What follows belongs to an exercise in optimizing a design on an open flow for small area; a production flow would make more cautious choices.
At most, simulation tests tie the RTL to the original design; equivalence was not proved.
Function not checked in runs 3 to 5: the RTL went through the layout flow alone.
Power and IR drop assume default switching activity.

[design/flow/config.mk]
export PLATFORM = sky130hd
export DESIGN_NAME = predictor_top
export DESIGN_NICKNAME = predictor_top
export VERILOG_FILES = /design/flow/design.v
export SDC_FILE = /design/flow/constraint.sdc
export NUM_CORES = 4
export LEC_CHECK = 0
export CAP_MARGIN = 20
export CORE_MARGIN = 2
export CORE_UTILIZATION = 40
export PLACE_DENSITY = 0.6
export SLEW_MARGIN = 20
[design/flow/constraint.sdc]
create_clock -name core_clock -period 6.0 [get_ports {clk}]
set_input_delay 1.2000 -clock core_clock [delete_from_list [all_inputs] [get_ports {clk}]]
set_output_delay 1.2000 -clock core_clock [all_outputs]
set_load 0.01 [all_outputs]
[design/flow/design.v]
module branch_history_register #(parameter M = 4) (
    input logic clk,
    input logic reset,
    input logic branch_outcome,   
    output logic [M-1:0] bhr_out  
);
    always_ff @(posedge clk or posedge reset) begin
        if (reset) 
            bhr_out <= 0;  
        else 
            bhr_out <= {bhr_out[M-2:0], branch_outcome};  
    end
endmodule
module mnk_bit_predictor #(parameter K = 4,
                        parameter N = 2,
                        parameter M = 4
                        ) (
    input logic clk,
    input logic reset,
    input logic [K-1:0] index,
    input logic [M-1:0] bhr_in,
    input logic branch_outcome,        
    output logic prediction            
);
    logic [N-1:0] pht [((1<<K)*(1<<M))-1:0];  
    logic [K + M -1:0] new_index;
    assign new_index = {bhr_in,index};
    assign prediction = pht[new_index][N-1];
    always_ff @(posedge clk , posedge reset) begin
        if (reset) begin
            for (int i = 0; i < (1<<K)*(1<<M); i++)
                pht[i] <= 0;  
        end
        else begin
            if (branch_outcome) begin
                if (~(&pht[new_index]))
                    pht[new_index] <= pht[new_index] + 1;
            end
            else begin
                if (pht[new_index] > 0)
                    pht[new_index] <= pht[new_index] - 1;
            end
        end
    end
endmodule
module predictor_top #(parameter M = 3, parameter K = 4, parameter N = 3) (
    input logic clk,
    input logic reset,
    input logic [K-1:0] index,
    input logic branch_outcome,  
    output logic prediction,      
    output logic success
);
    logic [M-1:0] bhr_out;      
    branch_history_register #(M) bhr_inst (
        .clk(clk),
        .reset(reset),
        .branch_outcome(branch_outcome),
        .bhr_out(bhr_out)
    );
    mnk_bit_predictor #(K, N, M) pht_inst (
        .clk(clk),
        .reset(reset),
        .index(index),
        .bhr_in (bhr_out),
        .branch_outcome(branch_outcome),
        .prediction(prediction)
    );
    always_comb  begin
        if (prediction == branch_outcome)
        begin success = 1; end
        else begin
        success = 0;
        end
    end 
endmodule
[design/flow/run.sh]
#!/bin/bash
# synth_recipe.tcl (not shown) runs the flow's synth.tcl, then flattens the netlist and writes it again
# the make line also repeats each setting of config.mk as NAME=value (left out here)
make -C /OpenROAD-flow-scripts/flow DESIGN_CONFIG=/design/flow/config.mk WORK_HOME=/design/flow/orfs CLKGATE_MAP_FILE= SYNTH_SCRIPT=/design/flow/synth_recipe.tcl finish
==> metrics.yaml, run 1 <==
status: "finished clean"
grt_pass1_wl_um: 123900
final_cell_mix: "385 x dfrtp_1, 253 x mux2_2, 246 x o21ai_0, 160 x buf_4, 133 x nor2_1"
routed_wl_um: 87260
postRouteAntennaNets: 0
async_flop_share_pct: 100.0
worstHoldEndpoint: "pht_inst.pht[98][1]$_DFFE_PP0P_"
antenna_found_initial: 3
setup_viol: 0
ys.flop_type: "dfrtp_1"
rsz0062_at_grt: "false"
die_x_um: 224.9
drc: 0
nets: 1872
avgSynthCellArea_um2: 10.87
grt_start_max_net_pins: 134
fp.coreArea_um2: 47950
synth_cells: 1795
ys_seq_area_share_pct: 49.64
cp-start-kind: "input pin"
finalWeightedCongestion: 1.029
drtIter0Drc: 2393
htreeDepth: 2
synth-seq-cells: 387
rr_endpoint: "pht_inst.pht[10][0]$_DFFE_PP0P_"
final_common_cell: "dfrtp_1"
worst_ep_required_time_ns: 4.80
timing_hold_violations_final: 0
dp_cells: 2432
min_path_cells: 1
finalSetupTns_ns: 0
hold_start: "pht_inst.pht[98][1]$_DFFE_PP0P_"
hold_path_class: "register to register"
root_buffer: "clkbuf_16"
hold_ws_ns: 0.4877
slew_headroom_pct: 32.22
layout-drive-gt1-share_pct: 31.26
design.die.area_um2: 50560
ios: 9
dpl.hpwl_um: 60770
p_leak_nw: 10.03
first_pass_iters: 5
stdcell_count: 2517
vias: 16518
clockBufferDepth: 3
r2r_slack_ns: 1.08
r2r-start: "bhr_inst.bhr_out[1]$_DFF_PP0_"
grt_overflow: 0
port_buffers: 8
syn_nets: 1803
yosys_warnings: 4
ctsHoldBuffers: 0
area_delta_synth_final_pct: 18.38
clk_latency_ns: 0.60
ctsResizeCount: 2
clock_skew_ns: 0.02503
initial_core_util_pct: 40.69
cts_made_buffers: 45
die_h_um: 224.9
reg2reg_depth: 15
synthesis.area_um2: 19510
post_drt_wl_per_cell_um: 34.67
cts_tree: "built"
tightest_slew_ns: 1.015
fmax_mhz: 171.7
numClockSinks: 387
power_density_nw_per_um2: 370.1
grt_pass1_vias: 16246
crit_fanout: 10
end_kind: "output pin"
maxCapViolations: 0
fp-row-count: 80
post_cts_buffers: 0
finalMaxSlewViolations: 0
viasPerCell: 6.563
netlist-cell-type-count: 85
arrival_ns: 4.63
min_period_ns: 5.826
synth-edff-count: 0
worstSetupPathType: "input pin to output pin"
fillers: 4350
clk_pin_slew_ns: 0.06
timing.final.crit_share_pct: 97.09
irDropWorstVdd_mv: 0.2297
grt_util_all_layers_pct: 34.76
## area by class of cell
class                      count  area (um^2)  share of cell area (%)
tap                          615        769.5                   3.332
clock buffer                  60         1292                   5.596
sequential                   387         9692                   41.96
timing repair buffer         203         1989                   8.614
multi-input combinational   1212         8970                   38.84
clock inverter                23        317.8                   1.376
antenna                        2        5.005                 0.02167
inverter                      15        60.06                  0.2600
## synth_stat cells, types with 8 or more instances
master	instances	area share [%]
mux2_1	8	0.46
a22oi_1	58	2.2
and3_1	15	0.48
inv_1	15	0.29
nand2_1	61	1.2
nor4bb_1	12	0.62
o211ai_1	28	1.1
nor4_1	12	0.38
buf_6	10	0.58
mux2_4	16	1.2
nand3b_1	8	0.31
buf_4	13	0.50
a22o_1	10	0.45
and3b_1	19	0.85
clkbuf_1	85	1.6
nor3b_1	13	0.50
nand4_1	16	0.51
nor3_1	9	0.23
buf_2	67	1.7
nor2_1	133	2.6
nand3_1	67	1.7
mux2_2	253	15
dfrtp_1	387	50
o21ai_0	246	6.3
o22ai_1	20	0.64
nor2b_1	17	0.55
a21oi_1	21	0.54
a32oi_1	27	1.2
## logic make-up (layout without fill, tap and decap cells)
family | count (synthesis) | after routing | synth area share [%]
AO/OA/AOI/OAI | 483 | 483 | 16.01
multiplexers | 284 | 284 | 16.65
adder cells (fa/ha/maj) | 1 | 1 | 0.1026
other | 0 | 2 | 0
AND/OR/NAND/NOR | 441 | 441 | 12.56
XOR/XNOR | 3 | 3 | 0.1347
flip-flops | 387 | 387 | 49.64
buffers and inverters | 196 | 301 | 4.893
## registers in the layout (all words and copies together), names as in the netlist
name	count
pht_inst.pht	384
bhr_inst.bhr_out	3
## through the flow
stage | cell area, um^2 | utilization, % | setup WS, ns | power [mW]
2_1_floorplan | 19510 | - | -0.4039 | 4.594
3_3_place_gp | 21430 | 44.70 | -0.06478 | 5.476
3_5_place_dp | 21450 | 44.74 | -0.01363 | 5.517
4_1_cts | 23070 | 48.11 | 0.09671 | 8.527
5_1_grt | 23090 | 48.16 | 0.03267 | 8.847
6_report | 23100 | 48.17 | 0.1744 | 8.547
## critical path: stages
cell and delay [ns]:
buf_2 0.22, buf_12 0.20, nor2_1 0.68, or3_1 0.23, o2111ai_1 0.11, or4_1 0.45, or2_0 0.28, buf_4 0.19
nor2_1 0.16, nor2_1 0.10, xnor2_1 0.22, clkdlybuf4s50_1 0.57
## power breakdown
part | total [mW] | switching [mW] | internal (mW)
sequential | 3.71 | 0.497 | 3.21
clock | 3.01 | 1.18 | 1.82
combinational | 1.83 | 1.07 | 0.759
## per-layer routing
layer  share of wire, %  track usage (%)  vias to the layer above
li1                   -                -                     6766
met1                 41            47.88                     8536
met2                 44            52.27                      983
met3                9.7            7.956                      233
met4                5.3            15.55                        0
met5                  0                0                        -
## worst max path at each step
stage | cells past startpoint | slack (ns) | to | start
floorplan | 1 | -0.40 | bhr_inst.bhr_out[0]$_DFF_PP0_ | reset
global placement | 10 | -0.06 | success | index[0]
detailed placement | 12 | -0.01 | success | index[0]
CTS | 12 | 0.1 | success | index[2]
global route | 12 | 0.03 | success | index[1]
finish | 12 | 0.17 | success | index[1]
==> inputs of run 2 (changes only) <==
==> design/flow/design.v (replaced) <==
module branch_history_register #(parameter M = 4) (
    input logic clk,
    input logic reset,
    input logic branch_outcome,   
    output logic [M-1:0] bhr_out  
);
    always_ff @(posedge clk or posedge reset) begin
        if (reset)
            bhr_out <= '0;  
        else
            bhr_out <= {bhr_out[M-2:0], branch_outcome};  
    end
endmodule
module pht_counter #(parameter N = 3) (
    input  logic         clk,
    input  logic         row,       
    input  logic         col,       
    input  logic [N-1:0] rownew,    
    output logic [N-1:0] q
);
    logic hold;
    assign hold = ~(row & col);
    always_ff @(posedge clk)
        q <= (q & {N{hold}}) | ({N{col}} & rownew);
endmodule
module pht_row #(parameter N = 3, parameter C = 16) (
    input  logic           clk,
    input  logic           row,
    input  logic [C-1:0]   col,
    input  logic [N-1:0]   rownew,
    output logic [N-1:0]   rd        
);
    logic [C*N-1:0] q;
    genvar gc;
    generate
        for (gc = 0; gc < C; gc++) begin : g_c
            pht_counter #(N) ctr (
                .clk(clk), .row(row), .col(col[gc]),
                .rownew(rownew), .q(q[gc*N +: N])
            );
        end
    endgenerate
    always_comb begin
        rd = '0;
        for (int c = 0; c < C; c++)
            rd = rd | ({N{col[c]}} & q[c*N +: N]);
    end
endmodule
module mnk_bit_predictor #(parameter K = 4,
                        parameter N = 2,
                        parameter M = 4
                        ) (
    input logic clk,
    input logic reset,
    input logic [K-1:0] index,
    input logic [M-1:0] bhr_in,
    input logic branch_outcome,        
    output logic prediction            
);
    localparam R = 1 << M;    
    localparam C = 1 << K;    
    logic [R-1:0] row;
    logic [C-1:0] col;
    logic [N-1:0] nxt;
    logic [R*N-1:0] rownew;
    logic [R*N-1:0] rd;
    genvar gr, gc;
    generate
        for (gr = 0; gr < R; gr++) begin : g_rsel
            assign row[gr] = (bhr_in == M'(gr)) | reset;
            assign rownew[gr*N +: N] = {N{row[gr]}} & nxt;
        end
        for (gc = 0; gc < C; gc++) begin : g_csel
            assign col[gc] = (index == K'(gc)) | reset;
        end
        for (gr = 0; gr < R; gr++) begin : g_r
            pht_row #(N, C) prow (
                .clk(clk), .row(row[gr]), .col(col), .rownew(rownew[gr*N +: N]),
                .rd(rd[gr*N +: N])
            );
        end
    endgenerate
    logic [N-1:0] cur;
    always_comb begin
        cur = '0;
        for (int r = 0; r < R; r++)
            cur = cur | ({N{row[r]}} & rd[r*N +: N]);
    end
    assign prediction = cur[N-1];
    always_comb begin
        if (reset)
            nxt = '0;
        else if (branch_outcome)
            nxt = (&cur) ? cur : cur + 1'b1;
        else
            nxt = (|cur) ? cur - 1'b1 : cur;
    end
endmodule
module predictor_top #(parameter M = 3, parameter K = 4, parameter N = 3) (
    input logic clk,
    input logic reset,
    input logic [K-1:0] index,
    input logic branch_outcome,  
    output logic prediction,      
    output logic success
);
    logic [M-1:0] bhr_out;
    branch_history_register #(M) bhr_inst (
        .clk(clk),
        .reset(reset),
        .branch_outcome(branch_outcome),
        .bhr_out(bhr_out)
    );
    mnk_bit_predictor #(K, N, M) pht_inst (
        .clk(clk),
        .reset(reset),
        .index(index),
        .bhr_in(bhr_out),
        .branch_outcome(branch_outcome),
        .prediction(prediction)
    );
    assign success = ~(prediction ^ branch_outcome);
endmodule
--- a/design/flow/config.mk
+++ b/design/flow/config.mk
@@ -10,3 +10,5 @@
 export CORE_UTILIZATION = 40
 export PLACE_DENSITY = 0.6
 export SLEW_MARGIN = 20
+export SYNTH_HIERARCHICAL = 1
+export SYNTH_MINIMUM_KEEP_SIZE = 0
==> metrics.yaml, run 2 <==
first_pass_iters: 7
reg2reg_depth: 16
fp.coreArea_um2: 36610
r2r-start: "pht_inst.g_r[1].prow.g_c[5].ctr.q[0]$_DFF_P_"
clkPwrFrac_pct: 36.9
vias: 12204
yosysMostFrequentCell: "a22o_1"
routed_wl_um: 42850
yosys_warnings: 10
fmax_mhz: 169.0
power_density_nw_per_um2: 379.5
synthXorXnorAreaFrac_pct: 0.05891
crit_fanout: 15
min_path_cells: 1
grt_overflow: 0
synth-edff-count: 0
synth_cells: 1266
synth_compound_area_share_pct: 37.15
postRouteAntennaNets: 0
setup_viol: 0
cts_made_buffers: 41
drc: 0
initial_core_util_pct: 40.61
hold_path_class: "register to register"
clk_pin_slew_ns: 0.06
grt_pass1_wl_um: 67740
grt_util_all_layers_pct: 22.14
hold_start: "pht_inst.g_r[0].prow.g_c[13].ctr.q[1]$_DFF_P_"
ys.flop_type: "dfxtp_1"
largest_reg_flops: 384
die_x_um: 196.8
synth_mux_area_share_pct: 1.405
arrival_ns: 4.72
synth_largest_area_cell: "dfxtp_1"
irDropWorstVdd_mv: 0.2399
numClockSinks: 387
htreeDepth: 2
grt_start_max_net_pins: 22
synthSimpleGateAreaFrac_pct: 8.433
end_kind: "output pin"
p_seq_share_pct: 43.0
top_regs: "pht_inst.g_r.prow.g_c.ctr.q x384, bhr_inst.bhr_out x3"
synth_fa_ha_area_share_pct: 0.1683
viasPerCell: 6.161
final_cell_mix: "480 x a22o_1, 384 x dfxtp_1, 154 x buf_4, 128 x nand2_2, 91 x a221oi_1"
layout-drive-gt1-share_pct: 27.13
finalWeightedCongestion: 0.8674
ios: 9
cts_tree: "built"
die_h_um: 196.8
synth_top_area_share_pct: 51.71
p_leak_nw: 7.536
ys_seq_area_share_pct: 52.21
p_sw_mw: 1.918
synth-seq-cells: 387
clk_latency_ns: 0.56
comb_power_share_pct: 20.1
port_buffers: 8
syn_nets: 1275
nets: 1491
worst_slack_ns: 0.08408
synthTopCellsByCount: "480 x a22o_1, 384 x dfxtp_1, 128 x nand2_2, 98 x a221oi_1, 28 x nand4_1"
fp-row-count: 70
synth_area_leaders: "dfxtp_1 52%, a22o_1 28%, a221oi_1 5.8%"
post_drt_wl_per_cell_um: 21.63
maxCapViolations: 0
area_delta_synth_final_pct: 24.60
top_register: "pht_inst.g_r.prow.g_c.ctr.q"
intPower_mw: 5.111
dpl.hpwl_um: 29010
synth_top_family_by_area: "compound AO/OA/AOI/OAI gates"
startpoint: "reset"
drtIter0Drc: 934
fillers: 3258
placed_area_um2: 17070
antenna_found_initial: 1
min_period_ns: 5.916
worst_ep_required_time_ns: 4.80
slew_headroom_pct: 34.49
design.die.area_um2: 38720
netlist-cell-type-count: 54
p_sw_share_pct: 27.29
async_flop_share_pct: 0.7752
tightest_slew_ns: 0.9827
clockBufferDepth: 3
root_buffer: "clkbuf_16"
grt_pass1_vias: 11762
status: "finished clean"
cp-start-kind: "input pin"
synthesis.area_um2: 14870
finalMaxSlewViolations: 0
place_ws_ns: -0.2328
timing.final.crit_share_pct: 98.60
worstSetupPathType: "input pin to output pin"
clock_skew_ns: 0.02188
fin_area_um2: 18520
ctsHoldBuffers: 0
timing_hold_violations_final: 0
final_common_cell: "a22o_1"
rsz0062_at_grt: "false"
avgSynthCellArea_um2: 11.74
-- run 2: cell types whose count changed after synthesis, moves of 53 or more --
cell / delta
a221oi_1: +97
a22o_1: +470
a22oi_1: -58
buf_2: -65
clkbuf_1: -81
dfrtp_1: -384
dfxtp_1: +384
mux2_2: -252
nand2_1: -53
nand2_2: +128
nand3_1: -64
nor2_1: -118
o21ai_0: -246
-- run 2: final cells by class --
class	count	area (um^2)	share of cell area, %
sequential	387	7762	41.90
multi-input combinational	862	7088	38.26
tap	468	585.6	3.161
timing repair buffer	184	1670	9.017
antenna	2	5.005	0.02702
inverter	6	22.52	0.1216
clock buffer	60	1219	6.579
clock inverter	12	171.4	0.9254
-- run 2: critical path: stages --
cell	delay [ns]
clkdlybuf4s50_1	0.45
buf_12	0.17
a31o_2	0.29
buf_12	0.16
a22o_1	0.21
a221oi_1	0.22
buf_4	0.16
nand4_1	0.22
mux4_2	0.54
mux2_4	0.31
nor2_8	0.09
inv_2	0.06
buf_4	0.15
clkdlybuf4s50_1	0.47
-- run 2: what timing repair did --
action	4_1_cts	5_1_grt
pin swaps	3	2
endpoints found under the setup margin	2	1
buffers inserted	1	0
gates resized for setup	13	3
hold endpoints to repair	0	0
-- run 2: power by group through the flow --
| stage | clock network, mW | logic [mW] | registers [mW] |
|---|---|---|---|
| global placement | 0 | 1.38 | 3.06 |
| floorplan | 0 | 0.836 | 3.00 |
| global route | 2.75 | 1.52 | 3.04 |
| detailed placement | 0 | 1.40 | 3.06 |
| CTS | 2.65 | 1.41 | 3.01 |
| finish | 2.59 | 1.42 | 3.02 |
-- run 2: kinds of logic after synthesis --
family                   count (synthesis)
adder cells (fa/ha/maj)                  2
flip-flops                             387
AND/OR/NAND/NOR                        206
AO/OA/AOI/OAI                          636
multiplexers                            17
XOR/XNOR                                 1
buffers and inverters                   17
-- run 2: worst paths after layout --
| kind | slack (ns) | to |
|---|---|---|
| min in group asynchronous | 1.29 | bhr_inst.bhr_out[0]$_DFF_PP0_ |
| min reg2reg | 0.47 | pht_inst.g_r[0].prow.g_c[13].ctr.q[1]$_DFF_P_ |
| max in group asynchronous | 4.59 | bhr_inst.bhr_out[1]$_DFF_PP0_ |
| max reg2reg | 2.11 | pht_inst.g_r[6].prow.g_c[1].ctr.q[1]$_DFF_P_ |
| min | 0.47 | pht_inst.g_r[0].prow.g_c[13].ctr.q[1]$_DFF_P_ |
| max | 0.08 | prediction |
-- run 2: per-layer routing --
metal / global-route usage (%) / share of wire, %
met1: 31.47 / 47
met2: 34.00 / 44
met3: 4.261 / 5.9
met4: 6.823 / 2.7
met5: 0 / 0
-- run 2: stage by stage --
step / total power, mW / std cells / setup TNS [ns] / hold WS, ns / utilization (%)
2_1_floorplan: 3.841 / 1266 / 0 / 0.3745 / -
3_3_place_gp: 4.444 / 1906 / -8.860 / 0.4528 / 46.63
3_5_place_dp: 4.459 / 1906 / -16.28 / 0.4539 / 46.63
4_1_cts: 7.071 / 1979 / 0 / 0.4731 / 50.55
5_1_grt: 7.316 / 1979 / 0 / 0.4814 / 50.58
6_report: 7.030 / 1981 / 0 / 0.4696 / 50.60
==> inputs of run 3 (changes only) <==
--- a/design/flow/design.v
+++ b/design/flow/design.v
@@ -23,28 +23,38 @@
     always_ff @(posedge clk)
         q <= (q & {N{hold}}) | ({N{col}} & rownew);
 endmodule
-module pht_row #(parameter N = 3, parameter C = 16) (
+module pht_sel #(parameter W = 8) (
+    input  logic [W-1:0] sel,
+    input  logic [W-1:0] d,
+    output logic         y
+);
+    assign y = |(sel & d);
+endmodule
+module pht_col #(parameter N = 3, parameter R = 8) (
     input  logic           clk,
-    input  logic           row,
-    input  logic [C-1:0]   col,
-    input  logic [N-1:0]   rownew,
+    input  logic [R-1:0]   row_w,    
+    input  logic [R-1:0]   row_r,    
+    input  logic           col_w,    
+    input  logic [R*N-1:0] rownew,
     output logic [N-1:0]   rd        
 );
-    logic [C*N-1:0] q;
-    genvar gc;
+    logic [N-1:0] q [R-1:0];
+    logic [R-1:0] qb [N-1:0];
+    genvar gr, gb;
     generate
-        for (gc = 0; gc < C; gc++) begin : g_c
+        for (gr = 0; gr < R; gr++) begin : g_r
             pht_counter #(N) ctr (
-                .clk(clk), .row(row), .col(col[gc]),
-                .rownew(rownew), .q(q[gc*N +: N])
+                .clk(clk), .row(row_w[gr]), .col(col_w),
+                .rownew(rownew[gr*N +: N]), .q(q[gr])
             );
+            for (gb = 0; gb < N; gb++) begin : g_b
+                assign qb[gb][gr] = q[gr][gb];
+            end
+        end
+        for (gb = 0; gb < N; gb++) begin : g_rd
+            pht_sel #(R) rsel (.sel(row_r), .d(qb[gb]), .y(rd[gb]));
         end
     endgenerate
-    always_comb begin
-        rd = '0;
-        for (int c = 0; c < C; c++)
-            rd = rd | ({N{col[c]}} & q[c*N +: N]);
-    end
 endmodule
 module mnk_bit_predictor #(parameter K = 4,
                         parameter N = 2,
@@ -59,33 +69,37 @@
 );
     localparam R = 1 << M;    
     localparam C = 1 << K;    
-    logic [R-1:0] row;
-    logic [C-1:0] col;
+    logic [R-1:0] row_r, row_w;
+    logic [C-1:0] col_r, col_w;
     logic [N-1:0] nxt;
     logic [R*N-1:0] rownew;
-    logic [R*N-1:0] rd;
-    genvar gr, gc;
+    logic [N-1:0] rd [C-1:0];
+    logic [C-1:0] rdb [N-1:0];
+    logic [N-1:0] cur;
+    genvar gr, gc, gb;
     generate
         for (gr = 0; gr < R; gr++) begin : g_rsel
-            assign row[gr] = (bhr_in == M'(gr)) | reset;
-            assign rownew[gr*N +: N] = {N{row[gr]}} & nxt;
+            assign row_r[gr] = (bhr_in == M'(gr));
+            assign row_w[gr] = row_r[gr] | reset;
+            assign rownew[gr*N +: N] = {N{row_w[gr]}} & nxt;
         end
         for (gc = 0; gc < C; gc++) begin : g_csel
-            assign col[gc] = (index == K'(gc)) | reset;
+            assign col_r[gc] = (index == K'(gc));
+            assign col_w[gc] = col_r[gc] | reset;
         end
-        for (gr = 0; gr < R; gr++) begin : g_r
-            pht_row #(N, C) prow (
-                .clk(clk), .row(row[gr]), .col(col), .rownew(rownew[gr*N +: N]),
-                .rd(rd[gr*N +: N])
+        for (gc = 0; gc < C; gc++) begin : g_c
+            pht_col #(N, R) pcol (
+                .clk(clk), .row_w(row_w), .row_r(row_r), .col_w(col_w[gc]),
+                .rownew(rownew), .rd(rd[gc])
             );
+            for (gb = 0; gb < N; gb++) begin : g_b
+                assign rdb[gb][gc] = rd[gc][gb];
+            end
+        end
+        for (gb = 0; gb < N; gb++) begin : g_rd
+            pht_sel #(C) csel (.sel(col_r), .d(rdb[gb]), .y(cur[gb]));
         end
     endgenerate
-    logic [N-1:0] cur;
-    always_comb begin
-        cur = '0;
-        for (int r = 0; r < R; r++)
-            cur = cur | ({N{row[r]}} & rd[r*N +: N]);
-    end
     assign prediction = cur[N-1];
     always_comb begin
         if (reset)
==> design/flow/config.mk (replaced) <==
export PLATFORM = sky130hd
export DESIGN_NAME = predictor_top
export DESIGN_NICKNAME = predictor_top
export VERILOG_FILES = /design/flow/design.v
export SDC_FILE = /design/flow/constraint.sdc
export NUM_CORES = 4
export LEC_CHECK = 0
export CAP_MARGIN = 0
export CORE_MARGIN = 2
export CORE_UTILIZATION = 60
export CTS_BUF_LIST = sky130_fd_sc_hd__clkbuf_4 sky130_fd_sc_hd__clkbuf_8
export PLACE_DENSITY = 0.75
export SLEW_MARGIN = 0
export SYNTH_HIERARCHICAL = 1
export SYNTH_MINIMUM_KEEP_SIZE = 0
==> metrics.yaml, run 3 <==
final_cell_mix: "396 x a22o_1, 384 x dfxtp_1, 192 x a22oi_1, 128 x nand2_2, 82 x clkbuf_8"
syn_nets: 1292
grt_overflow: 0
timing.final.crit_share_pct: 92.95
grt_util_all_layers_pct: 36.83
die_x_um: 160.1
irDropWorstVdd_mv: 0.2679
synth_cells: 1283
dp_cells: 1646
hold_ws_ns: 0.4696
clockBufferDepth: 3
first_pass_iters: 6
vias: 12607
worst_ep_required_time_ns: 4.80
worst_slack_ns: 0.4228
post_drt_wl_per_cell_um: 27.19
cts_made_buffers: 59
final_core_util_pct: 69.73
postRouteAntennaNets: 0
largest_reg_flops: 384
grt_pass1_vias: 11925
fp-row-count: 57
finalSetupTns_ns: 0
hold_path_class: "register to register"
synth-edff-count: 0
synthTopCellsByCount: "396 x a22o_1, 384 x dfxtp_1, 192 x a22oi_1, 128 x nand2_2, 51 x nand4_1"
grt_pass1_wl_um: 72410
numClockSinks: 387
cp-start-kind: "register"
ios: 9
routed_wl_um: 47690
layout-drive-gt1-share_pct: 23.93
maxCapViolations: 0
stdcell_count: 1754
die_h_um: 160.1
power_density_nw_per_um2: 325.0
status: "finished clean"
p_leak_nw: 6.404
tightest_slew_ns: 1.373
min_period_ns: 5.577
antenna_found_initial: 1
yosysMostFrequentCell: "a22o_1"
synth_top_area_share_pct: 52.57
async_flop_share_pct: 0.7752
htreeDepth: 2
slew_headroom_pct: 7.979
ys_seq_area_share_pct: 53.08
ys.flop_type: "dfxtp_1"
avgSynthCellArea_um2: 11.40
synth_largest_area_cell: "dfxtp_1"
clk_pin_slew_ns: 0.06
top_register: "pht_inst.g_c.pcol.g_r.ctr.q"
design.die.area_um2: 25640
clk_latency_ns: 0.61
final_common_cell: "a22o_1"
drc: 0
nets: 1392
place_ws_ns: 0.8658
root_buffer: "clkbuf_8"
area_delta_synth_final_pct: 14.96
arrival_ns: 4.38
ctsHoldBuffers: 0
cts_tree: "built"
end_kind: "output pin"
worstSetupPathType: "register to output pin"
clock_skew_ns: 0.02167
yosys_warnings: 16
dpl.hpwl_um: 30740
netlist-cell-type-count: 34
port_buffers: 8
initial_core_util_pct: 60.66
top_regs: "pht_inst.g_c.pcol.g_r.ctr.q x384, bhr_inst.bhr_out x3"
synthesis.area_um2: 14620
finalWeightedCongestion: 1.008
grt_start_max_net_pins: 50
crit_fanout: 38
fp.coreArea_um2: 24110
fmax_mhz: 179.3
rsz0062_at_grt: "false"
viasPerCell: 7.188
setup_viol: 0
finalMaxSlewViolations: 0
drtIter0Drc: 1706
post_cts_buffers: 0
ctsResizeCount: 0
synth_area_leaders: "dfxtp_1 53%, a22o_1 24%, a22oi_1 9.9%"
synth-seq-cells: 387
timing_hold_violations_final: 0
run 3: cell types whose count changed after synthesis, moves of 9 or more:
cell | previous run | this run
nor3_1 | 0 | 15
a22o_1 | 480 | 396
a22oi_1 | 0 | 192
a21o_1 | 16 | 0
mux2i_1 | 9 | 0
a221oi_1 | 98 | 0
or2_2 | 0 | 24
nand4_1 | 28 | 51
a31oi_1 | 9 | 0
a221oi_2 | 0 | 12
run 3: cell families after synthesis:
kind of cell	Yosys count	share of synthesized area (%)
buffers and inverters	8	0.2567
AND/OR/NAND/NOR	270	10.88
XOR/XNOR	1	0.05991
flip-flops	387	53.08
adder cells (fa/ha/maj)	2	0.1711
AO/OA/AOI/OAI	614	35.47
multiplexers	1	0.07700
run 3: worst max-delay path, stage by stage, from the launching register on:
cell	delay (ns)
dfrtp_1	0.47
nor2b_1	0.21
and2_2	0.50
buf_4	0.32
a22oi_1	0.32
nand4_1	0.18
a22o_1	0.27
a221oi_2	0.21
nand4_1	0.44
xnor2_1	0.30
clkdlybuf4s50_1	0.56
run 3: layout make-up:
type                       instances  area (um^2)
antenna                            1        2.502
tap                              324        405.4
inverter                           4        15.01
clock buffer                      99         1256
sequential                       387         7762
clock inverter                     8        42.54
fill                            1829         7296
multi-input combinational        888         6945
timing repair buffer              43        380.4
run 3: final timing paths:
check	slack [ns]	start	endpoint	cells after the start
worst max-delay path	0.42	bhr_inst.bhr_out[1]$_DFF_PP0_	success	10
worst min-delay path	0.47	pht_inst.g_c[4].pcol.g_r[2].ctr.q[1]$_DFF_P_	pht_inst.g_c[4].pcol.g_r[2].ctr.q[1]$_DFF_P_	1
worst max register to register	0.99	bhr_inst.bhr_out[0]$_DFF_PP0_	pht_inst.g_c[0].pcol.g_r[1].ctr.q[2]$_DFF_P_	14
worst min register to register	0.47	pht_inst.g_c[4].pcol.g_r[2].ctr.q[1]$_DFF_P_	pht_inst.g_c[4].pcol.g_r[2].ctr.q[1]$_DFF_P_	1
max in group asynchronous	4.85	reset	bhr_inst.bhr_out[0]$_DFF_PP0_	3
min in group asynchronous	1.00	reset	bhr_inst.bhr_out[2]$_DFF_PP0_	3
run 3: power breakdown:
part           switching (mW)  leakage, nW  internal [mW]
sequential             0.0517         3.14           2.66
clock                    1.02        0.695           1.31
combinational           0.294         2.57          0.130
run 3: metrics by stage:
step	power [mW]	area, um^2
floorplan	3.028	14620
global placement	3.166	15510
detailed placement	3.174	15510
CTS	5.461	16810
global route	5.625	16810
finish	5.463	16810
run 3: per-layer routing:
metal / up-vias / track usage, % / share of wire [%]
met2: 793 / 53.82 / 43
met5: - / 0 / 0
met4: 0 / 16.01 / 4.4
met3: 154 / 8.182 / 11
met1: 6151 / 52.57 / 42
li1: 5509 / - / -
==> inputs of run 4 (changes only) <==
--- a/design/flow/config.mk
+++ b/design/flow/config.mk
@@ -8,7 +8,9 @@
 export CAP_MARGIN = 0
 export CORE_MARGIN = 2
 export CORE_UTILIZATION = 60
-export CTS_BUF_LIST = sky130_fd_sc_hd__clkbuf_4 sky130_fd_sc_hd__clkbuf_8
+export CTS_BUF_LIST = sky130_fd_sc_hd__clkbuf_8 sky130_fd_sc_hd__clkbuf_16
+export CTS_CLUSTER_DIAMETER = 100
+export CTS_CLUSTER_SIZE = 30
 export PLACE_DENSITY = 0.75
 export SLEW_MARGIN = 0
 export SYNTH_HIERARCHICAL = 1
==> metrics.yaml, run 4 <==
status: "finished clean"
clk_latency_ns: 0.53
postRouteAntennaNets: 0
async_flop_share_pct: 0.7752
yosys_warnings: 16
avgSynthCellArea_um2: 11.40
end_kind: "output pin"
drc: 0
htreeDepth: 1
crit_family: "simple AND/OR/NAND/NOR gates"
post_cts_buffers: 0
synth-edff-count: 0
path_common_cell: "nand4_1"
vias: 12198
top_register: "pht_inst.g_c.pcol.g_r.ctr.q"
yosysMostFrequentCell: "a22o_1"
r2r_slack_ns: 0.93
synth_largest_area_cell: "dfxtp_1"
worst_ep_required_time_ns: 4.80
synth_cells: 1283
layout-drive-gt1-share_pct: 18.85
fmax_mhz: 180.4
tightest_slew_ns: 1.373
finalSetupTns_ns: 0
cp.buffers_inverters: 2
nets: 1349
arrival_ns: 4.34
synth-seq-cells: 387
final_cell_mix: "396 x a22o_1, 384 x dfxtp_1, 192 x a22oi_1, 128 x nand2_2, 51 x nand4_1"
power_density_nw_per_um2: 278.0
worst-path-stages: 10
final_common_cell: "a22o_1"
port_buffers: 8
grt_pass1_vias: 11413
grt_overflow: 0
numClockSinks: 387
worst_slack_ns: 0.4575
top_regs: "pht_inst.g_c.pcol.g_r.ctr.q x384, bhr_inst.bhr_out x3"
synthTopCellsByCount: "396 x a22o_1, 384 x dfxtp_1, 192 x a22oi_1, 128 x nand2_2, 51 x nand4_1"
die_h_um: 160.1
path_cells: "nor2b_1, and2_2, buf_4, a22oi_1, nand4_1, a22o_1, a221oi_2, nand4_1, xnor2_1, clkdlybuf4s50_1"
largest_reg_flops: 384
design.die.area_um2: 25640
placed_area_um2: 15510
ctsHoldBuffers: 0
hold_path_class: "register to register"
grt_start_max_net_pins: 50
min_period_ns: 5.543
post_drt_wl_per_cell_um: 27.99
rsz0062_at_grt: "false"
viasPerCell: 7.322
fin_area_um2: 15950
crit_fanout: 38
stdcell_count: 1666
grt_util_all_layers_pct: 35.76
setup_viol: 0
die_x_um: 160.1
area_delta_synth_final_pct: 9.052
min_path_cells: 1
slew_headroom_pct: 7.959
routed_wl_um: 46630
reg2reg_depth: 14
fp.coreArea_um2: 24110
place_ws_ns: 0.8658
antenna_found_initial: 0
ctsResizeCount: 0
dp_cells: 1646
antenna_cells: 0
netlist-cell-type-count: 34
finalMaxSlewViolations: 0
total_power_mw: 4.433
timing_hold_violations_final: 0
initial_core_util_pct: 60.66
cts_tree: "built"
ys.flop_type: "dfxtp_1"
finalWeightedCongestion: 1.008
fillers: 1938
cts_made_buffers: 16
first_pass_iters: 7
cp-start-kind: "register"
timing.final.crit_share_pct: 92.38
synthesis.area_um2: 14620
ys_seq_area_share_pct: 53.08
fp-row-count: 57
clock_skew_ns: 0.01970
worstSetupPathType: "register to output pin"
clk_pin_slew_ns: 0.12
synth_top_area_share_pct: 52.57
synth_area_leaders: "dfxtp_1 53%, a22o_1 24%, a22oi_1 9.9%"
root_buffer: "clkbuf_16"
grt_pass1_wl_um: 70510
p_leak_nw: 5.933
syn_nets: 1292
max_stage_delay_ns: 0.56
maxCapViolations: 0
irDropWorstVdd_mv: 0.2061
cp_slowest_cell: "clkdlybuf4s50_1"
dpl.hpwl_um: 30740
ios: 9
drtIter0Drc: 1691
clockBufferDepth: 3
[run 4: cell counts after synthesis]
Identical to the previous run, type by type.
[run 4: area by class of cell]
cell class | count | area (um^2) | share of cell area (%)
sequential | 387 | 7762 | 48.68
multi-input combinational | 888 | 6945 | 43.55
clock buffer | 17 | 425.4 | 2.668
tap | 324 | 405.4 | 2.542
timing repair buffer | 43 | 380.4 | 2.385
inverter | 4 | 15.01 | 0.09415
clock inverter | 3 | 12.51 | 0.07846
[run 4: power breakdown]
group / internal [mW] / total, mW / switching (mW)
registers: 2.66 / 2.71 / 0.0517
logic: 0.130 / 0.424 / 0.294
clock network: 0.517 / 1.30 / 0.784
[run 4: per-stage QoR]
stage	utilization, %	hold slack (ns)
final	66.15	0.4828
after CTS	66.15	0.4838
after global placement	64.34	0.4519
after global routing	66.15	0.4977
after detailed placement	64.34	0.4528
after floorplan	-	0.4399
[run 4: worst reg2reg max path, cell delays in order, from the launching register on]
cell and delay (ns):
dfrtp_1 0.49, nor2b_1 0.21, and2_2 0.50, buf_4 0.33
a22oi_1 0.26, nand4_1 0.22, a22o_1 0.27, a221oi_2 0.24
nand4_1 0.32, ha_1 0.34, nand4b_1 0.12, o211ai_2 0.25
nor3_2 0.95, buf_4 0.36, a22o_1 0.17
[run 4: path summary, 6_finish.rpt]
check / startpoint / endpoint
setup / recovery: bhr_inst.bhr_out[1]$_DFF_PP0_ / success
hold / removal: pht_inst.g_c[7].pcol.g_r[1].ctr.q[1]$_DFF_P_ / pht_inst.g_c[7].pcol.g_r[1].ctr.q[1]$_DFF_P_
setup reg to reg: bhr_inst.bhr_out[1]$_DFF_PP0_ / pht_inst.g_c[0].pcol.g_r[1].ctr.q[2]$_DFF_P_
hold reg to reg: pht_inst.g_c[7].pcol.g_r[1].ctr.q[1]$_DFF_P_ / pht_inst.g_c[7].pcol.g_r[1].ctr.q[1]$_DFF_P_
max in group asynchronous: reset / bhr_inst.bhr_out[0]$_DFF_PP0_
min in group asynchronous: reset / bhr_inst.bhr_out[1]$_DFF_PP0_
[run 4: cells by family (layout without fill, tap and decap cells)]
kind of cell    count (synthesis)  after routing  synth area share, %
buf+inv                         8             67               0.2567
compound gates                614            614                35.47
simple gates                  270            270                10.88
mux                             1              1              0.07700
xor+xnor                        1              1              0.05991
flops                         387            387                53.08
fa+ha+maj                       2              2               0.1711
[run 4: per-layer routing]
layer | wire length (um) | track usage (%)
met2 | 20250 | 53.74
met3 | 4550 | 6.234
met4 | 1760 | 12.16
met1 | 20070 | 52.25
met5 | 0 | 0
==> inputs of run 5 (changes only) <==
==> design/flow/config.mk (replaced) <==
export PLATFORM = sky130hd
export DESIGN_NAME = predictor_top
export DESIGN_NICKNAME = predictor_top
export VERILOG_FILES = /design/flow/design.v
export SDC_FILE = /design/flow/constraint.sdc
export NUM_CORES = 4
export LEC_CHECK = 0
export CAP_MARGIN = 20
export CORE_MARGIN = 2
export CORE_UTILIZATION = 40
export PLACE_DENSITY = 0.6
export SLEW_MARGIN = 20
export SYNTH_HIERARCHICAL = 1
export SYNTH_MINIMUM_KEEP_SIZE = 0
==> metrics.yaml, run 5 <==
fillers: 3329
setup_viol: 0
end_kind: "output pin"
clkPwrFrac_pct: 45.2
rsz0062_at_grt: "false"
synth-seq-cells: 387
comb_power_share_pct: 7.4
finalMaxSlewViolations: 0
ctsResizeCount: 0
fp-row-count: 70
hold_path_class: "register to register"
multi_input_area_um2: 6945
crit_fanout: 37
netlist-cell-type-count: 34
arrival_ns: 4.21
p_seq_share_pct: 47.4
max_stage_delay_ns: 0.57
grt_util_all_layers_pct: 25.63
design.die.area_um2: 38100
die_x_um: 195.2
drc: 0
tightest_slew_ns: 1.074
clk_latency_ns: 0.54
synth_top_area_share_pct: 52.57
synthTopCellsByCount: "396 x a22o_1, 384 x dfxtp_1, 192 x a22oi_1, 128 x nand2_2, 51 x nand4_1"
final_common_cell: "a22o_1"
yosysMostFrequentCell: "a22o_1"
hold_start: "pht_inst.g_c[9].pcol.g_r[0].ctr.q[1]$_DFF_P_"
post_drt_wl_per_cell_um: 26.64
cts_made_buffers: 42
ios: 9
global_route.usage.met2_pct: 39.63
min_period_ns: 5.412
layout-drive-gt1-share_pct: 21.53
grt_use_met1_pct: 35.45
synth_largest_area_cell: "dfxtp_1"
antenna_found_initial: 1
r2r-start: "bhr_inst.bhr_out[0]$_DFF_PP0_"
worstSetupPathType: "register to output pin"
power_density_nw_per_um2: 335.0
reg2reg_depth: 14
top_regs: "pht_inst.g_c.pcol.g_r.ctr.q x384, bhr_inst.bhr_out x3"
viasPerCell: 6.468
synthesis.area_um2: 14620
grt_start_max_net_pins: 49
intPower_mw: 4.351
clock_skew_ns: 0.01840
root_buffer: "clkbuf_16"
port_buffers: 8
largest_reg_flops: 384
cts_tree: "built"
avgSynthCellArea_um2: 11.40
clockBufferDepth: 3
synth_area_leaders: "dfxtp_1 53%, a22o_1 24%, a22oi_1 9.9%"
drtIter0Drc: 1328
numClockSinks: 387
nets: 1380
p_sw_share_pct: 23.95
fmax_mhz: 184.8
post_cts_buffers: 0
vias: 12076
area_delta_synth_final_pct: 16.79
path_common_cell: "nand4_1"
die_h_um: 195.2
maxCapViolations: 0
grt_pass1_wl_um: 74020
ctsHoldBuffers: 0
slew_headroom_pct: 28.40
status: "finished clean"
timing.final.crit_share_pct: 90.19
seqCellArea_um2: 7762
irDropWorstVdd_mv: 0.1976
dpl.hpwl_um: 33050
r2r_slack_ns: 1.02
worstHoldEndpoint: "pht_inst.g_c[9].pcol.g_r[0].ctr.q[1]$_DFF_P_"
timing_hold_violations_final: 0
fp.coreArea_um2: 36350
ys.flop_type: "dfxtp_1"
path_cells: "nor2b_1, and2_2, buf_4, a22oi_1, nand4_1, a22o_1, a221oi_2, nand4_1, xnor2_1, clkdlybuf4s50_1"
min_path_cells: 1
async_flop_share_pct: 0.7752
busiest_layer: "met2"
synth-edff-count: 0
p_sw_mw: 1.370
clk_pin_slew_ns: 0.05
synth_cells: 1283
grt_pass1_vias: 11538
syn_nets: 1292
final_cell_mix: "396 x a22o_1, 384 x dfxtp_1, 192 x a22oi_1, 128 x nand2_2, 51 x nand4_1"
worst_ep_required_time_ns: 4.80
final_core_util_pct: 46.98
p_leak_nw: 6.404
ys_seq_area_share_pct: 53.08
grt_util_met3_pct: 4.577
top_register: "pht_inst.g_c.pcol.g_r.ctr.q"
postRouteAntennaNets: 0
first_pass_iters: 5
cp-start-kind: "register"
initial_core_util_pct: 40.23
grt_overflow: 0
yosys_warnings: 16
routed_wl_um: 49730
finalWeightedCongestion: 0.9129
cp_slowest_cell: "clkdlybuf4s50_1"
finalSetupTns_ns: 0
rr_endpoint: "pht_inst.g_c[12].pcol.g_r[0].ctr.q[2]$_DFF_P_"
htreeDepth: 2
-- run 5: cell counts after synthesis --
No cell type changed its count.
-- run 5: cells by family (layout without fill, tap and decap cells) --
family | Yosys count | in the layout | share of synthesized area [%]
adders and majority gates | 2 | 2 | 0.1711
buffers and inverters | 8 | 123 | 0.2567
other | 0 | 1 | 0
and+or+nand+nor | 270 | 270 | 10.88
muxes | 1 | 1 | 0.07700
AOI/OAI and AO/OA | 614 | 614 | 35.47
xor gates and xnor gates | 1 | 1 | 0.05991
DFF | 387 | 387 | 53.08
-- run 5: critical path: cells and delay by family (launching register included) --
family / cells / cell delay [ns]
AOI/OAI and AO/OA: 3 / 0.72
xor gates and xnor gates: 1 / 0.28
buffers and inverters: 2 / 0.92
and+or+nand+nor: 4 / 1.29
DFF: 1 / 0.47
-- run 5: worst max-delay path by stage --
stage,start,depth (start not counted),slack [ns],endpoint
floorplan,bhr_inst.bhr_out[2]$_DFF_PP0_,13,0.26,pht_inst.g_c[0].pcol.g_r[0].ctr.q[2]$_DFF_P_
global placement,index[3],11,0.95,pht_inst.g_c[5].pcol.g_r[3].ctr.q[1]$_DFF_P_
detailed placement,index[3],11,0.95,pht_inst.g_c[5].pcol.g_r[3].ctr.q[1]$_DFF_P_
CTS,bhr_inst.bhr_out[1]$_DFF_PP0_,10,0.66,success
global route,bhr_inst.bhr_out[0]$_DFF_PP0_,10,0.42,success
finish,bhr_inst.bhr_out[1]$_DFF_PP0_,10,0.59,success
-- run 5: per-stage QoR --
step / std cells / hold WS (ns) / setup WS, ns / instance area, um^2 / power [mW]
after global routing: 1867 / 0.4842 / 0.4174 / 17080 / 5.883
after CTS: 1866 / 0.4724 / 0.6631 / 17080 / 5.743
after detailed placement: 1795 / 0.4552 / 0.9529 / 15700 / 3.181
after floorplan: 1283 / 0.4399 / 0.2578 / 14620 / 3.028
after global placement: 1795 / 0.4523 / 0.9472 / 15700 / 3.178
final: 1867 / 0.4721 / 0.5883 / 17080 / 5.721
-- run 5: final cells by class --
cell class	count	area share [%]
clock inverter	10	0.7473
multi-input combinational	888	40.67
antenna	1	0.01465
inverter	4	0.08792
sequential	387	45.45
tap	468	3.429
clock buffer	61	7.297
timing repair buffer	48	2.301
-- run 5: power groups by stage --
stage                     combinational (mW)  sequential [mW]  clock (mW)
after global placement                 0.416             2.76           0
final                                  0.426             2.71        2.58
after global routing                   0.455             2.72        2.71
after CTS                              0.420             2.71        2.62
after detailed placement               0.419             2.76           0
after floorplan                        0.280             2.75           0
-- run 5: routing by layer --
metal / up-vias / routed length (um)
li1: 5476 / -
met1: 5990 / 22250
met2: 497 / 22100
met3: 113 / 3521
met4: 0 / 1857
met5: - / 0
==> inputs of run 6 (changes only) <==
--- a/design/flow/design.v
+++ b/design/flow/design.v
@@ -11,24 +11,57 @@
             bhr_out <= {bhr_out[M-2:0], branch_outcome};  
     end
 endmodule
+module pht_nand2 (input logic a, input logic b, output logic y);
+    assign y = ~(a & b);
+endmodule
+module pht_nand3 (input logic a, input logic b, input logic c, output logic y);
+    assign y = ~(a & b & c);
+endmodule
+module pht_nand4 (input logic [3:0] a, output logic y);
+    assign y = ~(&a);
+endmodule
+module pht_aoi222 (input logic [2:0] s, input logic [2:0] d, output logic y);
+    assign y = ~((s[0] & d[0]) | (s[1] & d[1]) | (s[2] & d[2]));
+endmodule
 module pht_counter #(parameter N = 3) (
     input  logic         clk,
-    input  logic         row,       
+    input  logic         hold,      
     input  logic         col,       
     input  logic [N-1:0] rownew,    
     output logic [N-1:0] q
 );
-    logic hold;
-    assign hold = ~(row & col);
     always_ff @(posedge clk)
         q <= (q & {N{hold}}) | ({N{col}} & rownew);
 endmodule
-module pht_sel #(parameter W = 8) (
-    input  logic [W-1:0] sel,
-    input  logic [W-1:0] d,
-    output logic         y
+module pht_sel8 (
+    input  logic [7:0] sel,
+    input  logic [7:0] d,
+    output logic       y
 );
-    assign y = |(sel & d);
+    logic [3:0] t;
+    pht_aoi222 g0 (.s(sel[2:0]), .d(d[2:0]), .y(t[0]));
+    pht_aoi222 g1 (.s(sel[5:3]), .d(d[5:3]), .y(t[1]));
+    pht_nand2  g2 (.a(sel[6]), .b(d[6]), .y(t[2]));
+    pht_nand2  g3 (.a(sel[7]), .b(d[7]), .y(t[3]));
+    pht_nand4  g4 (.a(t), .y(y));
+endmodule
+module pht_sel16 (
+    input  logic [15:0] sel,
+    input  logic [15:0] d,
+    output logic        y
+);
+    logic [5:0] t;
+    logic [1:0] u;
+    genvar i;
+    generate
+        for (i = 0; i < 5; i++) begin : g_a
+            pht_aoi222 g (.s(sel[3*i +: 3]), .d(d[3*i +: 3]), .y(t[i]));
+        end
+    endgenerate
+    pht_nand2 g5 (.a(sel[15]), .b(d[15]), .y(t[5]));
+    pht_nand3 g6 (.a(t[0]), .b(t[1]), .c(t[2]), .y(u[0]));
+    pht_nand3 g7 (.a(t[3]), .b(t[4]), .c(t[5]), .y(u[1]));
+    assign y = u[0] | u[1];
 endmodule
 module pht_col #(parameter N = 3, parameter R = 8) (
     input  logic           clk,
@@ -40,11 +73,13 @@
 );
     logic [N-1:0] q [R-1:0];
     logic [R-1:0] qb [N-1:0];
+    logic [R-1:0] hold;
     genvar gr, gb;
     generate
         for (gr = 0; gr < R; gr++) begin : g_r
+            pht_nand2 hg (.a(row_w[gr]), .b(col_w), .y(hold[gr]));
             pht_counter #(N) ctr (
-                .clk(clk), .row(row_w[gr]), .col(col_w),
+                .clk(clk), .hold(hold[gr]), .col(col_w),
                 .rownew(rownew[gr*N +: N]), .q(q[gr])
             );
             for (gb = 0; gb < N; gb++) begin : g_b
@@ -52,7 +87,7 @@
             end
         end
         for (gb = 0; gb < N; gb++) begin : g_rd
-            pht_sel #(R) rsel (.sel(row_r), .d(qb[gb]), .y(rd[gb]));
+            pht_sel8 rsel (.sel(row_r), .d(qb[gb]), .y(rd[gb]));
         end
     endgenerate
 endmodule
@@ -97,7 +132,7 @@
             end
         end
         for (gb = 0; gb < N; gb++) begin : g_rd
-            pht_sel #(C) csel (.sel(col_r), .d(rdb[gb]), .y(cur[gb]));
+            pht_sel16 csel (.sel(col_r), .d(rdb[gb]), .y(cur[gb]));
         end
     endgenerate
     assign prediction = cur[N-1];
==> design/flow/config.mk (replaced) <==
export PLATFORM = sky130hd
export DESIGN_NAME = predictor_top
export DESIGN_NICKNAME = predictor_top
export VERILOG_FILES = /design/flow/design.v
export SDC_FILE = /design/flow/constraint.sdc
export NUM_CORES = 4
export LEC_CHECK = 0
export CAP_MARGIN = 0
export CORE_MARGIN = 2
export CORE_UTILIZATION = 75
export CTS_BUF_LIST = sky130_fd_sc_hd__clkbuf_8 sky130_fd_sc_hd__clkbuf_16
export CTS_CLUSTER_DIAMETER = 100
export CTS_CLUSTER_SIZE = 30
export GPL_TIMING_DRIVEN = 0
export PLACE_DENSITY = 0.9
export SLEW_MARGIN = 0
export SYNTH_HIERARCHICAL = 1
export SYNTH_MINIMUM_KEEP_SIZE = 0
==> metrics.yaml, run 6 <==
root_buffer: "clkbuf_16"
die_h_um: 141.1
clockBufferDepth: 3
clk_pin_slew_ns: 0.11
post_cts_buffers: 0
r2r_slack_ns: 0.31
antenna_found_initial: 0
slew_headroom_pct: 21.55
drtIter0Drc: 2614
top_regs: "pht_inst.g_c.pcol.g_r.ctr.q x384, bhr_inst.bhr_out x3"
p_leak_nw: 5.944
layout-drive-gt1-share_pct: 8.482
worst_ep_required_time_ns: 4.80
hold_path_class: "register to register"
viasPerCell: 8.146
setup_viol: 0
timing_hold_violations_final: 0
path_cells: "nor3_2, buf_4, buf_4, a222oi_1, nand4_1, a222oi_1, nand3_1, or2_1, xnor2_1, clkdlybuf4s50_1"
ys.flop_type: "dfxtp_1"
top_register: "pht_inst.g_c.pcol.g_r.ctr.q"
drc: 0
placed_area_um2: 15120
yosys_warnings: 16
antenna_cells: 0
area_delta_synth_final_pct: 10.35
clock_skew_ns: 0.03107
syn_nets: 1292
cts_made_buffers: 16
fin_area_um2: 15550
seqCellArea_um2: 7762
timing.final.crit_share_pct: 97.08
max_stage_delay_ns: 0.67
total_power_mw: 4.395
min_period_ns: 5.825
numClockSinks: 387
ctsResizeCount: 0
synth_largest_area_cell: "dfxtp_1"
nets: 1352
fp.coreArea_um2: 18580
ctsHoldBuffers: 0
ys_seq_area_share_pct: 55.10
vias: 12855
cts_tree: "built"
grt_pass1_vias: 12106
grt_util_all_layers_pct: 45.31
port_buffers: 8
finalWeightedCongestion: 0.9348
cp-start-kind: "register"
irDropWorstVdd_mv: 0.3046
cp_slowest_cell: "dfrtp_1"
synthTopCellsByCount: "384 x a22o_1, 384 x dfxtp_1, 238 x nand2_1, 111 x a222oi_1, 48 x nand4_1"
r2r-start: "bhr_inst.bhr_out[2]$_DFF_PP0_"
arrival_ns: 4.63
grt_pass1_wl_um: 69680
end_kind: "output pin"
grt_overflow: 0
multi_input_area_um2: 6411
synth-seq-cells: 387
design.die.area_um2: 19900
tightest_slew_ns: 1.177
rsz0062_at_grt: "false"
async_flop_share_pct: 0.7752
status: "finished clean"
synth_cells: 1283
hold_start: "pht_inst.g_c[7].pcol.g_r[4].ctr.q[0]$_DFF_P_"
avgSynthCellArea_um2: 10.98
post_drt_wl_per_cell_um: 29.11
power_density_nw_per_um2: 282.7
ios: 9
worstSetupPathType: "register to output pin"
fmax_mhz: 171.7
grt_start_max_net_pins: 47
final_cell_mix: "384 x a22o_1, 384 x dfxtp_1, 238 x nand2_1, 111 x a222oi_1, 48 x nand4_1"
clk_latency_ns: 0.53
fillers: 1062
finalSetupTns_ns: 0
synth-edff-count: 0
largest_reg_flops: 384
maxCapViolations: 0
die_x_um: 141.1
netlist-cell-type-count: 33
fp-row-count: 50
htreeDepth: 1
startpoint: "bhr_inst.bhr_out[2]$_DFF_PP0_"
crit_fanout: 15
synthesis.area_um2: 14090
first_pass_iters: 8
dpl.hpwl_um: 29680
postRouteAntennaNets: 0
synth_top_area_share_pct: 54.56
finalMaxSlewViolations: 0
routed_wl_um: 45940
synth_area_leaders: "dfxtp_1 55%, a22o_1 24%, a222oi_1 7.9%"
initial_core_util_pct: 75.82
run 6: cell types whose count changed after synthesis, sizes merged:
cell | previous run | this run
a22oi | 192 | 0
a222oi | 0 | 111
nand2 | 139 | 238
a221oi | 12 | 0
a22o | 396 | 384
nand3 | 3 | 9
nand4 | 51 | 48
or2 | 24 | 27
run 6: area by class of cell:
cell class / instances / share of cell area (%)
Buffer: 3 / 0.1207
Clock inverter: 2 / 0.05634
Inverter: 4 / 0.09658
Clock buffer: 17 / 2.736
Multi-Input combinational cell: 888 / 41.24
Sequential cell: 387 / 49.93
Timing Repair Buffer: 43 / 3.936
Tap cell: 234 / 1.883
run 6: routing by layer:
layer  part of all wire (%)  vias to the layer above  GRT usage [%]
met3                     17                      313          15.59
met2                     40                     1174          64.03
met5                      0                        -              0
met4                    7.1                        0          25.32
li1                       -                     5388              -
met1                     36                     5980          60.93
run 6: Yosys stat by module (local to each module, per instance), excerpt:
module         times used  cells  area [um^2]  flip-flops and latches
pht_aoi222            111      1        10.01                       0
predictor_top           1      1        8.758                       0
pht_nand4              48      1        6.256                       0
pht_sel16               3      1        6.256                       0
pht_nand3               6      1        5.005                       0
pht_nand2             227      1        3.754                       0
run 6: cells by family (layout without fill, tap and decap cells):
| group | count (synthesis) | count (layout) | share of synthesized area [%] |
|---|---|---|---|
| mux | 1 | 1 | 0.07992 |
| buf+inv | 8 | 69 | 0.2664 |
| fa+ha+maj | 2 | 2 | 0.1776 |
| flops | 387 | 387 | 55.10 |
| xor+xnor | 1 | 1 | 0.06218 |
| compound gates | 509 | 509 | 32.44 |
| simple gates | 375 | 375 | 11.87 |
run 6: stage by stage:
stage,util [%],instances,hold slack (ns),setup WS [ns]
2_1_floorplan,-,1283,0.4480,0.3400
3_3_place_gp,77.83,1525,0.4607,-4.184
3_5_place_dp,81.35,1560,0.4641,0.5670
4_1_cts,83.69,1579,0.4930,0.1748
5_1_grt,83.67,1578,0.5052,0.1264
6_report,83.67,1578,0.4927,0.1750
run 6: report_power, final:
| part | switching (mW) | internal [mW] | leakage, nW |
|---|---|---|---|
| Sequential | 0.0545 | 2.66 | 3.14 |
| Combinational | 0.279 | 0.128 | 2.58 |
| Clock | 0.761 | 0.516 | 0.219 |
run 6: worst paths after layout:
check | end | cells past startpoint
setup / recovery | success | 10
hold / removal | pht_inst.g_c[7].pcol.g_r[4].ctr.q[0]$_DFF_P_ | 1
min in group asynchronous | bhr_inst.bhr_out[0]$_DFF_PP0_ | 2
hold reg to reg | pht_inst.g_c[7].pcol.g_r[4].ctr.q[0]$_DFF_P_ | 1
max in group asynchronous | bhr_inst.bhr_out[2]$_DFF_PP0_ | 2
setup reg to reg | pht_inst.g_c[4].pcol.g_r[2].ctr.q[2]$_DFF_P_ | 15
run 6: critical path: cells and delay by family, from the launching register on:
kind            cells  cell delay (ns)
simple gates        4             1.11
compound gates      2             1.07
xor+xnor            1             0.20
flops               1             0.67
buf+inv             3             1.05
==> inputs of run 7 (changes only) <==
--- a/design/flow/config.mk
+++ b/design/flow/config.mk
@@ -11,7 +11,6 @@
 export CTS_BUF_LIST = sky130_fd_sc_hd__clkbuf_8 sky130_fd_sc_hd__clkbuf_16
 export CTS_CLUSTER_DIAMETER = 100
 export CTS_CLUSTER_SIZE = 30
-export GPL_TIMING_DRIVEN = 0
 export PLACE_DENSITY = 0.9
 export SLEW_MARGIN = 0
 export SYNTH_HIERARCHICAL = 1
==> metrics.yaml, run 7 <==
synth_largest_area_cell: "dfxtp_1"
antenna_found_initial: 1
synth_area_leaders: "dfxtp_1 55%, a22o_1 24%, a222oi_1 7.9%"
clock_skew_ns: 0.01452
vias: 12576
p_sw_share_pct: 24.81
clkPwrFrac_pct: 29.1
fp.coreArea_um2: 18580
p_seq_share_pct: 61.9
grt_start_max_net_pins: 50
finalWeightedCongestion: 0.9502
synthesis.area_um2: 14090
avgSynthCellArea_um2: 10.98
setup_viol: 0
htreeDepth: 1
finalSetupTns_ns: 0
rr_endpoint: "pht_inst.g_c[2].pcol.g_r[5].ctr.q[2]$_DFF_P_"
cts_made_buffers: 16
clk_latency_ns: 0.53
first_pass_iters: 10
drtIter0Drc: 2279
rsz0062_at_grt: "false"
clockBufferDepth: 3
r2r-start: "bhr_inst.bhr_out[0]$_DFF_PP0_"
design.die.area_um2: 19900
p_leak_nw: 5.864
area_delta_synth_final_pct: 8.144
grt_util_all_layers_pct: 42.84
netlist-cell-type-count: 33
place_ws_ns: 1.009
maxCapViolations: 0
p_sw_mw: 1.085
grt_overflow: 0
final_cell_mix: "384 x a22o_1, 384 x dfxtp_1, 238 x nand2_1, 111 x a222oi_1, 48 x nand4_1"
yosys_warnings: 16
r2r_slack_ns: 0.80
worstHoldEndpoint: "pht_inst.g_c[15].pcol.g_r[1].ctr.q[0]$_DFF_P_"
min_period_ns: 5.453
cp-start-kind: "register"
worst_ep_required_time_ns: 4.80
cts_tree: "built"
viasPerCell: 7.995
ios: 9
syn_nets: 1292
post_drt_wl_per_cell_um: 28.13
die_x_um: 141.1
postRouteAntennaNets: 0
hold_path_class: "register to register"
ys_seq_area_share_pct: 55.10
top_register: "pht_inst.g_c.pcol.g_r.ctr.q"
synth-seq-cells: 387
root_buffer: "clkbuf_16"
die_h_um: 141.1
hold_start: "pht_inst.g_c[15].pcol.g_r[1].ctr.q[0]$_DFF_P_"
reg2reg_depth: 13
top_regs: "pht_inst.g_c.pcol.g_r.ctr.q x384, bhr_inst.bhr_out x3"
dpl.hpwl_um: 28070
ys.flop_type: "dfxtp_1"
largest_reg_flops: 384
comb_power_share_pct: 8.9
drc: 0
dp_cells: 1554
timing.final.crit_share_pct: 90.88
routed_wl_um: 44250
post_cts_buffers: 0
synth_top_area_share_pct: 54.56
synth-edff-count: 0
stdcell_count: 1573
arrival_ns: 4.25
initial_core_util_pct: 75.82
finalMaxSlewViolations: 0
final_core_util_pct: 82.00
ctsHoldBuffers: 0
crit_fanout: 49
power_density_nw_per_um2: 287.1
worstSetupPathType: "register to output pin"
nets: 1347
layout-drive-gt1-share_pct: 7.692
fmax_mhz: 183.4
grt_pass1_vias: 11468
irDropWorstVdd_mv: 0.2298
synthTopCellsByCount: "384 x a22o_1, 384 x dfxtp_1, 238 x nand2_1, 111 x a222oi_1, 48 x nand4_1"
clk_pin_slew_ns: 0.11
timing_hold_violations_final: 0
end_kind: "output pin"
antenna_cells: 0
worst_slack_ns: 0.5475
status: "finished clean"
port_buffers: 8
numClockSinks: 387
async_flop_share_pct: 0.7752
fp-row-count: 50
grt_pass1_wl_um: 66210
synth_cells: 1283
slew_headroom_pct: 17.61
tightest_slew_ns: 1.236
intPower_mw: 3.289
ctsResizeCount: 0
min_path_cells: 1
[run 7: changes by cell type in the layout (fill, tap and decap cells not counted)]
cell / change
buf_12: -5
clkbuf_1: -2
nor2_1: +8
buf_16: -2
buf_6: -8
nor2_2: -8
buf_8: -17
buf_4: +29
[run 7: cells by family (layout without fill, tap and decap cells)]
logic type / count (synthesis) / in the layout / share of synthesized area, %
xor+xnor: 1 / 1 / 0.06218
fa+ha+maj: 2 / 2 / 0.1776
compound gates: 509 / 509 / 32.44
simple gates: 375 / 375 / 11.87
buf+inv: 8 / 64 / 0.2664
flops: 387 / 387 / 55.10
mux: 1 / 1 / 0.07992
[run 7: power groups by stage]
stage | Sequential [mW] | Clock (mW) | Combinational [mW]
6_report | 2.71 | 1.27 | 0.390
5_1_grt | 2.72 | 1.36 | 0.408
4_1_cts | 2.71 | 1.27 | 0.373
3_5_place_dp | 2.76 | 0 | 0.371
3_3_place_gp | 2.76 | 0 | 0.358
2_1_floorplan | 2.75 | 0 | 0.250
[run 7: metrics by stage]
stage | power, mW | instance area (um^2) | hold WS (ns)
2_1_floorplan | 2.997 | 14090 | 0.4480
6_report | 4.375 | 15240 | 0.4863
4_1_cts | 4.347 | 15240 | 0.4919
3_5_place_dp | 3.133 | 14800 | 0.4642
3_3_place_gp | 3.118 | 14800 | 0.4604
5_1_grt | 4.485 | 15240 | 0.5032
[run 7: final cells by class]
type	instances	area, um^2
Inverter	4	15.01
Sequential cell	387	7762
Fill cell	1141	3344
Multi-Input combinational cell	888	6391
Clock inverter	2	8.758
Timing Repair Buffer	41	340.3
Tap cell	234	292.8
Clock buffer	17	425.4
[run 7: worst max path at each step]
stage                                                    endpoint                           from  depth (start not counted)  slack (ns)
floorplan            pht_inst.g_c[0].pcol.g_r[0].ctr.q[2]$_DFF_P_  bhr_inst.bhr_out[2]$_DFF_PP0_                         13        0.34
global placement                                          success                       index[0]                          8        1.10
detailed placement  pht_inst.g_c[14].pcol.g_r[5].ctr.q[2]$_DFF_P_                       index[3]                         12        1.01
CTS                                                       success  bhr_inst.bhr_out[0]$_DFF_PP0_                          9        0.63
global route                                              success  bhr_inst.bhr_out[1]$_DFF_PP0_                         10        0.41
finish                                                    success  bhr_inst.bhr_out[0]$_DFF_PP0_                          9        0.55
[run 7: critical path, stage by stage (launching register included)]
cell,delay [ns]
dfrtp_1,0.48
nor2b_1,0.20
and2_2,0.60
a222oi_1,0.61
nand4_1,0.23
a222oi_1,0.34
nand3_1,0.12
or2_1,0.37
xnor2_1,0.20
clkdlybuf4s50_1,0.56
[run 7: Yosys stat by module, one instance, submodules excluded, excerpt]
module / flops+latches / times used / cells
pht_nand3: 0 / 6 / 1
pht_nand2: 0 / 227 / 1
pht_aoi222: 0 / 111 / 1
predictor_top: 0 / 1 / 1
pht_sel16: 0 / 3 / 1
pht_nand4: 0 / 48 / 1
[run 7: metal layers]
| metal | track usage [%] | vias to the layer above | share of wire [%] |
|---|---|---|---|
| met3 | 10.39 | 250 | 14 |
| met2 | 64.08 | 1004 | 42 |
| li1 | - | 5371 | - |
| met1 | 58.39 | 5947 | 37 |
| met4 | 21.58 | 4 | 6.0 |
| met5 | 0 | - | 0.14 |

[port drivers added, routing unchanged]
In the flow no input, the clock included, has a driving cell. The finished layouts below were timed again as built, in two steps.
Step 1 (the two cells are an assumption about what drives the block):
set clk [get_ports {clk}]
set_driving_cell -lib_cell sky130_fd_sc_hd__clkbuf_16 $clk
set_driving_cell -lib_cell sky130_fd_sc_hd__buf_2 [delete_from_list [all_inputs] $clk]
Step 2 also shifts input and output timing later by t, the mid clock arrival at the registers, as if the neighbouring blocks saw the same clock.
Slacks: ideal ports / drivers / drivers and shift; pairs: ideal ports / drivers.
run | t (ns) | slack for setup (ns) | clock arrival spread, ns
run 1 | 0.641 | 0.174 / 0.120 / 0.153 | 0.025 / 0.025
run 2 | 0.604 | 0.084 / 0.062 / -0.053 | 0.022 / 0.022
run 3 | 0.649 | 0.423 / 0.374 / 0.703 | 0.022 / 0.022
run 4 | 0.575 | 0.457 / 0.406 / 0.693 | 0.020 / 0.019
run 5 | 0.588 | 0.588 / 0.533 / 0.752 | 0.018 / 0.018
run 6 | 0.565 | 0.175 / 0.125 / 0.108 | 0.031 / 0.031
run 7 | 0.568 | 0.547 / 0.498 / 0.766 | 0.015 / 0.015
With both steps, setup timing fails in run 2, where it was met with ideal ports. The setup slack of run 2, which loses most, moves by -0.022 ns with the drivers and by -0.137 ns with both steps.
